Background: an optimization exercise with open tools, aiming at small area. Do not read the settings as production practice. The RTL was checked by simulation tests, not by an equivalence proof against the original design. No driver is modelled on the clock port, so clock power and skew are understated where the tree is cut down; a real chip needs a root buffer or a tree. No activity file was given, so power comes from the tool's default toggle rates.

==> flow/design.v (excerpt) <==
module main(clock_in,rst,A,B,C,D,E,F,G,anode,button,BIN2,TMP);
Size: ~270 cells after synthesis, ~19 I/O pins, ~2100 µm² of cells after synthesis.
export LEC_CHECK = 0
export CAP_MARGIN = 20
export CORE_MARGIN = 2
export CORE_UTILIZATION = 40
export SLEW_MARGIN = 20
create_clock -name core_clock -period 10.0 [get_ports {clock_in}]
standard.sh (not shown) runs the stock make flow with config.mk's settings and CLKGATE_MAP_FILE= SYNTH_SCRIPT=/design/flow/synth_recipe.tcl, a recipe that flattens the netlist after the stock synthesis.
==> flow/flow/run.sh <==
#!/bin/bash
# Own layout flow: the standard synthesis, its combinational logic re-mapped
# for area by ABC (flip-flops untouched; the smallest of several seeded runs
# is kept), then the standard ORFS layout steps.
set -euo pipefail
here=$(pwd)
R=$here/orfs/results/$FLOW_PLATFORM/main/base
bash standard.sh synth > standard_synth.log 2>&1
cp $R/1_2_yosys.v std_synth.v
export LIB_FILE=$FLOW_HOME/platforms/sky130hd/lib/sky130_fd_sc_hd__tt_025C_1v80.lib
export IN_NETLIST=$here/std_synth.v
export FF_CELLS=$(grep -oE "sky130_fd_sc_hd__(dfxtp|dfrtp|dfstp|dfbbp|dfrbp|edfxtp|sdf|dlx)[a-z0-9_]*" std_synth.v | sort -u | tr '\n' ' ')
mkdir -p remap
remap_one() {
  sed "s/SEED/$1/" flow/area.abc > remap/area_$1.abc
  ABC_SCRIPT=$here/remap/area_$1.abc OUT_NETLIST=$here/remap/remap_$1.v STAT_FILE=$here/remap/stat_$1.txt \
    yosys -c flow/remap.tcl > remap/remap_$1.log 2>&1 || true
}
for s in 1 2 3 4; do remap_one $s & done; wait
for s in 5 6 7 8; do remap_one $s & done; wait
for s in 9 10 11 12; do remap_one $s & done; wait
best=""; bestarea=""
for s in 1 2 3 4 5 6 7 8 9 10 11 12; do
  [[ -f remap/stat_$s.txt && -f remap/remap_$s.v ]] || continue
  a=$(awk '/Chip area/ {print $NF}' remap/stat_$s.txt)
  echo "seed $s area $a" >> remap/areas.txt
  if [[ -z "$best" ]] || awk -v a=$a -v b=$bestarea 'BEGIN{exit !(a<b)}'; then best=$s; bestarea=$a; fi
done
[[ -n "$best" ]] || { echo "no remap result"; exit 1; }
echo "best seed $best area $bestarea" >> remap/areas.txt
cp remap/remap_$best.v remap.v
# same flip-flops, same names and cell types
ffs() { grep -oE "^\s*sky130_fd_sc_hd__(dfxtp|dfrtp|dfstp|dfbbp|dfrbp|edfxtp|sdf|dlx)[a-z0-9_]* +[^ ]+" "$1" | sed 's/^ *//' | sort; }
if ! diff <(ffs std_synth.v) <(ffs remap.v) > ff_diff.txt; then echo "flip-flops differ"; exit 1; fi
cp remap.v $R/1_2_yosys.v
rm -f $R/1_synth.odb $R/1_synth.sdc
export BUFFER_PORTS_ARGS="-buffer_cell sky130_fd_sc_hd__buf_1"
export CTS_ARGS="-repair_clock_nets -buf_list sky130_fd_sc_hd__clkbuf_8 -dont_use_dummy_load"
bash standard.sh > standard.log 2>&1
Other scripts of this flow, unchanged in this note and not shown: flow/flow/area.abc, flow/flow/remap.tcl
Next try:
--- a/flow/flow/run.sh
+++ b/flow/flow/run.sh
@@ -37,3 +37,3 @@
 export BUFFER_PORTS_ARGS="-buffer_cell sky130_fd_sc_hd__buf_1"
-export CTS_ARGS="-repair_clock_nets -buf_list sky130_fd_sc_hd__clkbuf_8 -dont_use_dummy_load"
+export CTS_ARGS="-sink_clustering_enable -sink_clustering_size 30 -sink_clustering_max_diameter 200 -repair_clock_nets -buf_list sky130_fd_sc_hd__clkbuf_16 -dont_use_dummy_load"
 bash standard.sh > standard.log 2>&1
Outcome: Non-clock buffer count is unchanged; global-route usage stays flat; combinational power stays flat; power rose by 14%.
Next try:
--- a/flow/flow/run.sh
+++ b/flow/flow/run.sh
@@ -37,3 +37,3 @@
 export BUFFER_PORTS_ARGS="-buffer_cell sky130_fd_sc_hd__buf_1"
-export CTS_ARGS="-sink_clustering_enable -sink_clustering_size 30 -sink_clustering_max_diameter 200 -repair_clock_nets -buf_list sky130_fd_sc_hd__clkbuf_16 -dont_use_dummy_load"
+export CTS_ARGS="-sink_clustering_enable -repair_clock_nets -buf_list sky130_fd_sc_hd__clkbuf_8 -dont_use_dummy_load"
 bash standard.sh > standard.log 2>&1
The new run finished clean.
Count of clock-buffer cells in the layout stays the same.
Sequential share of layout area is higher by 1.0 points.
Sequential power hardly moves.

* * *

== raven ==
The RTL this note starts from:
==> flow/design.v <==
`timescale 1ns / 1ps
module main(clock_in,rst,A,B,C,D,E,F,G,anode,button,BIN2,TMP);
	input clock_in;
	input rst;
	output [3:0] anode;
	input button;
	output TMP;
	output A,B,C,D,E,F,G;
	output [3:0] BIN2;
	reg [4:0] c25;
	reg       h;
	reg [3:0] z;     
	reg [1:0] e4;
	reg [2:0] f5;
	reg [3:0] r1;
	reg [3:0] g1, g2, g3;
	reg [3:0] qn1, qn2, qn3;   
	wire [3:0] q1 = ~qn1, q2 = ~qn2, q3 = ~qn3;
	reg [4:0] s;
	wire t25   = ~c25[4] & ~c25[3] & ~c25[0];
	wire t50   = t25 & h;
	wire dw    = ~z[0] & (z[1] ^ e4[0]) & (z[2] == (e4[0] ^ e4[1])) & (z[3] ^ e4[0] & e4[1]);
	wire t500  = t50 & dw;
	wire t2000 = t500 & (e4 == 2'd3);
	wire t1hz  = t2000 & ~f5[2] & ~f5[0];
	wire L4 = ~h;       
	wire L3 = ~e4[0];   
	wire L2 = ~e4[1];   
	wire [3:0] r2 = {r1[2:0], 1'b0} - {3'b000, L2};
	wire [3:0] r3 = {z[3] ^ e4[0] ^ ~r1[0], z[2:0]};
	wire n1 = (q1 != g1);
	wire n2 = (q2 != g2);
	wire n3 = (q3 != g3);
	wire spin = n1 | n2 | n3;
	always @(posedge clock_in)
		if (rst) begin
			c25 <= 5'b00110;
			h   <= 1'b1;
			z   <= 4'd0;
			e4  <= 2'd3;
			f5  <= 3'b000;
			r1  <= 4'd0;
		end else begin
			c25 <= {c25[3:0], c25[0] ^ c25[4] ^ (~c25[2] & c25[3])};
			if (t25) h <= ~h;
			if (t50) z <= dw ? {z[3] ^ ~(e4[0] & e4[1]), z[2:1], 1'b1} : z + 4'd1;
			if (t500) e4 <= e4 + 2'd1;
			if (t2000) begin
				f5 <= {f5[1:0], ~(f5[1] | f5[2])};
				r1 <= r1 + 4'd1;
			end
		end
	always @(posedge clock_in)
		if (rst) begin
			g1 <= 4'd0;
			g2 <= 4'd0;
			g3 <= 4'd0;
		end else begin
			if (button & L2) g1 <= r1;
			if (button & L3) g2 <= r2;
			if (button & L4) g3 <= r3;
		end
	always @(posedge clock_in)
		if (rst) begin
			qn1 <= 4'hf;
			qn2 <= 4'hf;
			qn3 <= 4'hf;
			s  <= 5'd0;
		end else begin
			if (s[0]) begin
				qn1 <= 4'hf;
				qn2 <= 4'hf;
				qn3 <= 4'hf;
			end else if (t1hz) begin
				if (n1) qn1 <= qn1 - 4'd1;
				if (n2) qn2 <= qn2 - 4'd1;
				if (n3) qn3 <= qn3 - 4'd1;
			end
			if (t1hz) s <= {~spin, s[4:1]};
		end
	assign TMP  = spin;
	assign BIN2 = g1;
	wire score = (g1 == g2) & (g1 == q3) & g1[0];
	reg [3:0] anode;
	reg [3:0] digit;
	always @(*)
		case (e4)
			2'd3:    begin anode = 4'b1110; digit = q1; end
			2'd0:    begin anode = 4'b1101; digit = q2; end
			2'd1:    begin anode = 4'b1011; digit = q3; end
			default: begin anode = 4'b0111; digit = {3'b000, score}; end
		endcase
	reg [6:0] seg;
	always @(*)
		case (digit)
			4'h1: seg = 7'b1111001;
			4'h2: seg = 7'b0100100;
			4'h3: seg = 7'b0110000;
			4'h4: seg = 7'b0011001;
			4'h5: seg = 7'b0010010;
			4'h6: seg = 7'b0000010;
			4'h7: seg = 7'b1111000;
			4'h8: seg = 7'b0000000;
			4'h9: seg = 7'b0010000;
			4'hA: seg = 7'b0001000;
			4'hB: seg = 7'b0000011;
			4'hC: seg = 7'b1000110;
			4'hD: seg = 7'b0100001;
			4'hE: seg = 7'b0000110;
			4'hF: seg = 7'b0001110;
			default: seg = 7'b1000000;
		endcase
	assign {G,F,E,D,C,B,A} = seg;
endmodule
==> flow/config.mk <==
export PLATFORM = sky130hd
export DESIGN_NAME = main
export DESIGN_NICKNAME = main
export VERILOG_FILES = /design/flow/design.v
export SDC_FILE = /design/flow/constraint.sdc
export NUM_CORES = 4
export LEC_CHECK = 0
export CAP_MARGIN = 20
export CORE_MARGIN = 2
export CORE_UTILIZATION = 40
export GPL_TIMING_DRIVEN = 0
export SLEW_MARGIN = 20
==> flow/constraint.sdc <==
create_clock -name core_clock -period 10.0 [get_ports {clock_in}]
set_input_delay 2.0000 -clock core_clock [delete_from_list [all_inputs] [get_ports {clock_in}]]
set_output_delay 2.0000 -clock core_clock [all_outputs]
set_load 0.01 [all_outputs]
==> flow/flow/run.sh <==
#!/bin/bash
# Own layout flow: the standard synthesis, its combinational logic re-mapped
# for area by ABC (flip-flops untouched; the smallest of several seeded runs
# is kept), then the standard ORFS layout steps.
set -euo pipefail
here=$(pwd)
R=$here/orfs/results/$FLOW_PLATFORM/main/base
bash standard.sh synth > standard_synth.log 2>&1
cp $R/1_2_yosys.v std_synth.v
export LIB_FILE=$FLOW_HOME/platforms/sky130hd/lib/sky130_fd_sc_hd__tt_025C_1v80.lib
export IN_NETLIST=$here/std_synth.v
export FF_CELLS=$(grep -oE "sky130_fd_sc_hd__(dfxtp|dfrtp|dfstp|dfbbp|dfrbp|edfxtp|sdf|dlx)[a-z0-9_]*" std_synth.v | sort -u | tr '\n' ' ')
mkdir -p remap
remap_one() {
  sed "s/SEED/$1/" flow/area.abc > remap/area_$1.abc
  ABC_SCRIPT=$here/remap/area_$1.abc OUT_NETLIST=$here/remap/remap_$1.v STAT_FILE=$here/remap/stat_$1.txt \
    yosys -c flow/remap.tcl > remap/remap_$1.log 2>&1 || true
}
for r in $(seq 0 11); do
  for i in 1 2 3 4; do remap_one $((4 * r + i)) & done; wait
done
best=""; bestarea=""
for s in $(seq 1 48); do
  [[ -f remap/stat_$s.txt && -f remap/remap_$s.v ]] || continue
  a=$(awk '/Chip area/ {print $NF}' remap/stat_$s.txt)
  echo "seed $s area $a" >> remap/areas.txt
  if [[ -z "$best" ]] || awk -v a=$a -v b=$bestarea 'BEGIN{exit !(a<b)}'; then best=$s; bestarea=$a; fi
done
[[ -n "$best" ]] || { echo "no remap result"; exit 1; }
echo "best seed $best area $bestarea" >> remap/areas.txt
cp remap/remap_$best.v remap.v
# same flip-flops, same names and cell types
ffs() { grep -oE "^\s*sky130_fd_sc_hd__(dfxtp|dfrtp|dfstp|dfbbp|dfrbp|edfxtp|sdf|dlx)[a-z0-9_]* +[^ ]+" "$1" | sed 's/^ *//' | sort; }
if ! diff <(ffs std_synth.v) <(ffs remap.v) > ff_diff.txt; then echo "flip-flops differ"; exit 1; fi
cp remap.v $R/1_2_yosys.v
rm -f $R/1_synth.odb $R/1_synth.sdc
export BUFFER_PORTS_ARGS="-buffer_cell sky130_fd_sc_hd__buf_1"
# clock tree: three clkbuf_8 leaves fed by the clock port (flow/manual_cts.tcl)
clk=$(sed -nE 's/.*create_clock.*get_ports \{?([A-Za-z0-9_]+)\}?.*/\1/p' "$FLOW_SDC" | head -1)
cat > pre_cts.tcl <<EOT
set ::env(MANUAL_CTS_NET) $clk
set ::env(MANUAL_CTS_GROUPS) 3
set ::env(MANUAL_CTS_BUF) sky130_fd_sc_hd__clkbuf_8
source $here/flow/manual_cts.tcl
rename clock_tree_synthesis orfs_clock_tree_synthesis
proc clock_tree_synthesis { args } { manual_clock_tree }
EOT
export PRE_CTS_TCL=$here/pre_cts.tcl
bash standard.sh > standard.log 2>&1
==> flow/flow/area.abc <==
strash
dc2
&get -n
&deepsyn -T 20 -S SEED
&put
dch -f
amap -F 2 -A 8 -C 2000
==> flow/flow/remap.tcl <==
# Re-map the combinational logic of the standard synthesis netlist for area.
# The flip-flops of the standard synthesis are kept as they are (same
# instances, names and cell types); only the logic between them is remapped.
set lib $::env(LIB_FILE)
yosys read_liberty -ignore_miss_func $lib
yosys read_verilog $::env(IN_NETLIST)
yosys hierarchy -top $::env(FLOW_TOP)
foreach ff [split $::env(FF_CELLS)] { yosys blackbox $ff }
yosys flatten
yosys delete t:\$scopeinfo
yosys opt -purge
yosys abc -liberty $lib -dont_use sky130_fd_sc_hd__lpflow_bleeder_1 -dont_use sky130_fd_sc_hd__lpflow_clkbufkapwr_1 -dont_use sky130_fd_sc_hd__lpflow_clkbufkapwr_16 -dont_use sky130_fd_sc_hd__lpflow_clkbufkapwr_2 -dont_use sky130_fd_sc_hd__lpflow_clkbufkapwr_4 -dont_use sky130_fd_sc_hd__lpflow_clkbufkapwr_8 -dont_use sky130_fd_sc_hd__lpflow_clkinvkapwr_1 -dont_use sky130_fd_sc_hd__lpflow_clkinvkapwr_16 -dont_use sky130_fd_sc_hd__lpflow_clkinvkapwr_2 -dont_use sky130_fd_sc_hd__lpflow_clkinvkapwr_4 -dont_use sky130_fd_sc_hd__lpflow_clkinvkapwr_8 -dont_use sky130_fd_sc_hd__lpflow_decapkapwr_12 -dont_use sky130_fd_sc_hd__lpflow_decapkapwr_3 -dont_use sky130_fd_sc_hd__lpflow_decapkapwr_4 -dont_use sky130_fd_sc_hd__lpflow_decapkapwr_6 -dont_use sky130_fd_sc_hd__lpflow_decapkapwr_8 -dont_use sky130_fd_sc_hd__lpflow_inputiso0n_1 -dont_use sky130_fd_sc_hd__lpflow_inputiso0p_1 -dont_use sky130_fd_sc_hd__lpflow_inputiso1n_1 -dont_use sky130_fd_sc_hd__lpflow_inputiso1p_1 -dont_use sky130_fd_sc_hd__lpflow_inputisolatch_1 -dont_use sky130_fd_sc_hd__lpflow_isobufsrc_1 -dont_use sky130_fd_sc_hd__lpflow_isobufsrc_16 -dont_use sky130_fd_sc_hd__lpflow_isobufsrc_2 -dont_use sky130_fd_sc_hd__lpflow_isobufsrc_4 -dont_use sky130_fd_sc_hd__lpflow_isobufsrc_8 -dont_use sky130_fd_sc_hd__lpflow_isobufsrckapwr_16 -dont_use sky130_fd_sc_hd__lpflow_lsbuf_lh_hl_isowell_tap_1 -dont_use sky130_fd_sc_hd__lpflow_lsbuf_lh_hl_isowell_tap_2 -dont_use sky130_fd_sc_hd__lpflow_lsbuf_lh_hl_isowell_tap_4 -dont_use sky130_fd_sc_hd__lpflow_lsbuf_lh_isowell_4 -dont_use sky130_fd_sc_hd__lpflow_lsbuf_lh_isowell_tap_1 -dont_use sky130_fd_sc_hd__lpflow_lsbuf_lh_isowell_tap_2 -dont_use sky130_fd_sc_hd__lpflow_lsbuf_lh_isowell_tap_4 -dont_use sky130_fd_sc_hd__probe_p_8 -dont_use sky130_fd_sc_hd__probec_p_8  -script $::env(ABC_SCRIPT)
yosys opt_clean -purge
yosys hilomap -singleton -hicell sky130_fd_sc_hd__conb_1 HI -locell sky130_fd_sc_hd__conb_1 LO
yosys opt_clean -purge
yosys rename -hide {w:*.*}
yosys write_verilog -noattr -nohex -nodec $::env(OUT_NETLIST).tmp
# read back with the cells as black boxes
yosys design -reset
yosys read_liberty -lib $lib
yosys read_verilog $::env(OUT_NETLIST).tmp
yosys hierarchy -top $::env(FLOW_TOP)
yosys opt_clean -purge
yosys tee -o $::env(STAT_FILE) stat -liberty $lib
yosys check -assert
yosys write_verilog -noattr -nohex -nodec $::env(OUT_NETLIST)
Other scripts of this flow, unchanged in this note and not shown: flow/flow/manual_cts.tcl
raven: all stages complete, timing, DRC and antenna checks passed
The following lists how maple was set up differently from raven:
-- flow/flow/run.sh --
<<< raven, line 17
    yosys -c flow/remap.tcl > remap/remap_$1.log 2>&1 || true
}
for r in $(seq 0 11); do
  for i in 1 2 3 4; do remap_one $((4 * r + i)) & done; wait
done
best=""; bestarea=""
for s in $(seq 1 48); do
  [[ -f remap/stat_$s.txt && -f remap/remap_$s.v ]] || continue
  a=$(awk '/Chip area/ {print $NF}' remap/stat_$s.txt)
>>> maple, line 17
    yosys -c flow/remap.tcl > remap/remap_$1.log 2>&1 || true
}
for s in 1 2 3 4; do remap_one $s & done; wait
for s in 5 6 7 8; do remap_one $s & done; wait
for s in 9 10 11 12; do remap_one $s & done; wait
for s in 13 14 15 16; do remap_one $s & done; wait
best=""; bestarea=""
for s in $(seq 1 16); do
  [[ -f remap/stat_$s.txt && -f remap/remap_$s.v ]] || continue
  a=$(awk '/Chip area/ {print $NF}' remap/stat_$s.txt)
-- flow/flow/remap.tcl --
<<< raven, line 16
yosys rename -hide {w:*.*}
yosys write_verilog -noattr -nohex -nodec $::env(OUT_NETLIST).tmp
# read back with the cells as black boxes
yosys design -reset
yosys read_liberty -lib $lib
yosys read_verilog $::env(OUT_NETLIST).tmp
yosys hierarchy -top $::env(FLOW_TOP)
yosys opt_clean -purge
yosys tee -o $::env(STAT_FILE) stat -liberty $lib
>>> maple, line 16
yosys rename -hide {w:*.*}
yosys write_verilog -noattr -nohex -nodec $::env(OUT_NETLIST).tmp
# read back with the cells as black boxes so that ports are driven by cells directly
yosys design -reset
yosys read_liberty -lib $lib
yosys read_verilog $::env(OUT_NETLIST).tmp
yosys hierarchy -top $::env(FLOW_TOP)
yosys insbuf -buf sky130_fd_sc_hd__buf_1 A X
yosys opt_clean -purge
yosys tee -o $::env(STAT_FILE) stat -liberty $lib
-- flow/config.mk --
<<< raven, line 9
export CORE_MARGIN = 2
export CORE_UTILIZATION = 40
export GPL_TIMING_DRIVEN = 0
export SLEW_MARGIN = 20
>>> maple, line 9
export CORE_MARGIN = 2
export CORE_UTILIZATION = 40
export SLEW_MARGIN = 20
==> comparison <==
- Share of total power consumed by net switching ended up 0.42 points lower on maple than on raven.
- ~same core utilization in raven and maple
- In terms of post-place setup slack, maple and raven differ only marginally.
- Min area added between synthesis and finish across raven and maple: maple
- Diff raven -> maple | final area | up slightly
- First-pass GRT wire length sits higher in maple than in raven.
- maple against raven: standard cell core area +about 0.65%, total design power -about 0.5%.
- Going from raven to maple, the sequential cell fraction of total power was found to have gone up by 0.4 points.
The inputs of xenon differ from those of maple as listed below.
==> flow/flow/area.abc <==
strash
dc2
&get -n
&deepsyn -T 40 -S SEED
&put
dch -f
amap -F 2 -A 8 -C 2000
-- flow/flow/remap.tcl --
<<< maple, line 16
yosys rename -hide {w:*.*}
yosys write_verilog -noattr -nohex -nodec $::env(OUT_NETLIST).tmp
# read back with the cells as black boxes so that ports are driven by cells directly
yosys design -reset
yosys read_liberty -lib $lib
yosys read_verilog $::env(OUT_NETLIST).tmp
yosys hierarchy -top $::env(FLOW_TOP)
yosys insbuf -buf sky130_fd_sc_hd__buf_1 A X
yosys opt_clean -purge
yosys tee -o $::env(STAT_FILE) stat -liberty $lib
>>> xenon, line 16
yosys rename -hide {w:*.*}
yosys write_verilog -noattr -nohex -nodec $::env(OUT_NETLIST).tmp
# read back with the cells as black boxes
yosys design -reset
yosys read_liberty -lib $lib
yosys read_verilog $::env(OUT_NETLIST).tmp
yosys hierarchy -top $::env(FLOW_TOP)
yosys opt_clean -purge
yosys tee -o $::env(STAT_FILE) stat -liberty $lib
-- flow/config.mk --
<<< maple, line 9
export CORE_MARGIN = 2
export CORE_UTILIZATION = 40
export SLEW_MARGIN = 20
>>> xenon, line 9
export CORE_MARGIN = 2
export CORE_UTILIZATION = 40
export GPL_TIMING_DRIVEN = 0
export SLEW_MARGIN = 20
Findings:
Compared with maple, xenon shows total track usage lower by 0.20 points.
Least setup slack across all paths after layout ends up lower on maple.
The lower total non-filler cell area in the finished layout came out of xenon.
Looking at power per standard cell area, xenon sits above maple.
In every run of this note, the design's own scripts or RTL, not TritonCTS, make the clock network.

-- afterwards: timing with drivers on the ports --
The results above use ideal ports. As a check the final layouts listed here were re-extracted and re-timed, cells and wires unchanged. Step 1: set_driving_cell puts a clkbuf_16 on clock_in and a buf_2 on each other input, an assumption about the parent block. Step 2 adds t to the input delays and takes it off the output delays; t is the mean of the earliest and latest rising clock arrival at the registers after step 1. Input paths then give back, and output paths get back, about the clock's delay inside the block. Slacks: no drivers / after step 1 / after step 2; pairs: no drivers / after step 1.
run	t (ns)	setup slack, ns	pins driven straight from the clock port
the first run of note 1	0.323	5.211 / 5.184 / 5.506	1
the second run of note 1	0.310	5.215 / 5.183 / 5.493	1
the third run of note 1	0.323	5.211 / 5.184 / 5.506	1
raven	0.202	5.250 / 5.206 / 5.408	3
maple	0.200	5.239 / 5.192 / 5.392	3
xenon	0.202	5.250 / 5.206 / 5.408	3
After both steps every run listed still meets setup and hold.
